What follows belongs to an exercise in optimizing a design on an open flow for small area and a short achievable clock period; a production flow would make more cautious choices. No activity file was given, so power comes from the tool's default toggle rates.

==> run a: inputs <==
// MAC
module MAC(
	clk,
	rst_n,
	in_valid,
	in_mode,
	in_act,
	in_wgt,
	out_act_idx,
	out_wgt_idx,
	out_idx,
	out_valid,
	out_data,
	out_finish
);
input clk, rst_n, in_valid, in_mode;
input [0:7][3:0] in_act;
input [0:8][3:0] in_wgt;
output logic [3:0] out_act_idx, out_wgt_idx, out_idx;
output logic out_valid, out_finish;
output logic [0:7][11:0] out_data;
logic cs, mode;
logic [3:0] cnt;
logic [2:0] out_cnt;
assign out_act_idx = cnt;
assign out_cnt = mode ? (cnt[2:0] - 3'd2) : cnt[2:0];
always @(posedge clk or negedge rst_n) begin
	if (!rst_n) out_wgt_idx <= 4'd1;
	else out_wgt_idx <= in_valid ? 4'd1 : cnt + 4'd2;
end
always @(posedge clk or negedge rst_n) begin
	if (!rst_n) begin
		cs <= 1'b0;
		mode <= 1'b0;
		cnt <= 4'd0;
		out_valid <= 1'b0;
		out_finish <= 1'b0;
	end else begin
		if (in_valid) cs <= 1'b1;
		else if (out_finish) cs <= 1'b0;
		if (in_valid) mode <= in_mode;
		cnt <= in_valid ? 4'd0 : cnt + 4'd1;
		out_valid <= !in_valid && cs && (mode ? (cnt >= 4'd2 && cnt <= 4'd9) : cnt[3]);
		out_finish <= out_valid && (out_cnt == 3'd7);
	end
end
always @(posedge clk) begin
	out_idx <= {~mode, out_cnt};
end
logic mode_nx, pad_top, pad_bot;
assign mode_nx = in_valid ? in_mode : mode;    
assign pad_top = mode_nx & (cnt == 4'd1);
assign pad_bot = mode_nx & (cnt == 4'd8);
logic [0:7][3:0] wr, wh;
logic wh_load;
assign wh_load = !mode_nx || in_valid || cnt == 4'd1 || cnt == 4'd2 || cnt == 4'd8 || cnt == 4'd9;
always @(posedge clk) begin
	for (integer x = 0; x < 8; x = x + 1) begin
  ...
clock: 8.4 ns
lec_check: 0
cap_margin: 20
core_margin: 2
core_utilization: 40
cts_cluster_diameter: 150
cts_cluster_size: 20
setup_slack_margin: 4.0
slew_margin: 20
standard.sh (not shown) runs the stock make flow with config.mk's settings and CLKGATE_MAP_FILE= SYNTH_SCRIPT=/design/flow/synth_recipe.tcl, a recipe that flattens the netlist after the stock synthesis.
==> flow/flow/run.sh <==
#!/bin/bash
# Layout flow: the standard flow, except that synthesis skips Yosys's early
# "abc -fast" pass (SYNTH_ARGS=-noabc), so the full adders the RTL spells out
# map to full-adder cells without inverters between them. The registers keep
# the standard synthesis's instance names and cell types: the standard
# synthesis is run first for reference, and if the two differ in anything but
# the names, its netlist is used unchanged. Ports are buffered with buf_2 rather
# than the delay cell buffer_ports picks by default. Each step logs to a file here.
set -u
RES=$PWD/orfs/results/$FLOW_PLATFORM/MAC/base

bash standard.sh synth > 1_synth_standard.log 2>&1 || exit 1
cp "$RES/1_2_yosys.v" standard_netlist.v

bash standard.sh clean_synth > 1_clean.log 2>&1
if SYNTH_ARGS=-noabc bash standard.sh "$RES/1_2_yosys.v" > 1_synth_noabc.log 2>&1 &&
   python3 flow/match_regs.py standard_netlist.v "$RES/1_2_yosys.v" > 1_match_regs.log 2>&1; then
  echo "using the netlist synthesized without the early ABC pass" >> 1_match_regs.log
else
  echo "falling back to the standard netlist" >> 1_match_regs.log
  bash standard.sh clean_synth >> 1_clean.log 2>&1
  bash standard.sh synth > 1_synth_standard2.log 2>&1 || exit 1
fi

export BUFFER_PORTS_ARGS="-buffer_cell sky130_fd_sc_hd__buf_2"
bash standard.sh > 2_layout.log 2>&1
Other scripts of this flow, unchanged in this note and not shown: flow/flow/match_regs.py
==> run b: changes against run a <==
- SETUP_SLACK_MARGIN: 4.0 -> 4.2
==> summary of the runs <==
Against run a, the power of run b is larger by 1.6%. In synthesized area, run a and run b do not differ. In run a the non-clock buffer count is lower than in run b, by 100. Of run b and run a, run b has the higher via count (gap 2.2%, measured against run a). In sequential cell count, run b and run a do not differ. Between run b and run a, the lower combinational power is in run a (gap about 3%, measured against run a). In die area, run a and run b do not differ. Against run a, the clock skew of run b is lower by 30 ps. Clock power is about the same in run b and run a.
==> figures <==
| metric | run a | run b |
|---|---|---|
| Sum of met2 wire segment lengths after detailed routing | 65130 um | 66290 um |
| Run status | complete, no violations | complete, no violations |
| Post-CTS setup-driven buffer insertion count | 57 | 106 |
| Share of final layout cell area taken by non-clock buffers | 4.536% | 7.016% |
| Critical path buffers and inverters | 0 | 2 |
| Met3 Use GR | 9.957% | 9.140% |
| CTS-repair resized insts | 32 | 75 |
| Layout area overhead | 9.206% | 13.80% |
| Highest cell delay on the worst timing path | 660 ps | 550 ps |
| Share of cell area taken by flip-flops and latches | 27.57% | 26.54% |
| Initial DRC Count | 3699 | 3537 |
| Total track usage | 27.41% | 27.59% |
| Worst-case headroom to the max-slew limit | 16.56% | 10.81% |
| Number of global-route vias before repair | 31265 | 31284 |
| Drt total wl | 144800 um | 148900 um |
| Setup slack, reg-to-reg | 4050 ps | 4230 ps |
| Final setup margin | 4046 ps | 4232 ps |
| Cell-internal power | 9.730 mW | 9.963 mW |
| Part of the cycle the worst path needs | 51.83% | 49.62% |
| CP max stage cell | dfxtp_2 | fa_2 |
Function was not checked in any run of this note: the RTL went through the layout flow alone.

[port drivers added, routing unchanged]
Ports are ideal in the flow. The routed layouts listed here were re-timed in OpenROAD. Step 1 assumes that a clkbuf_16 drives the clock port and a buf_2 every other input. Step 2 moves the port delays by t, midway between the first and last clock arrival at a register: inputs arrive t later, outputs are due t later. That takes back most of the time a late clock gives input paths. Three values: ideal, step 1, step 2; two values: the first two.
run | t (ns) | setup slack, ns | worst setup path after step 2 | worst register clock-pin slew, ns | pins driven straight from the clock port
run a | 0.720 | 4.046 / 4.046 / 4.046 | register to register | 0.11 / 0.11 | 1
run b | 0.710 | 4.232 / 4.232 / 4.232 | register to register | 0.10 / 0.10 | 1
After both steps setup and hold are still met in every run listed.
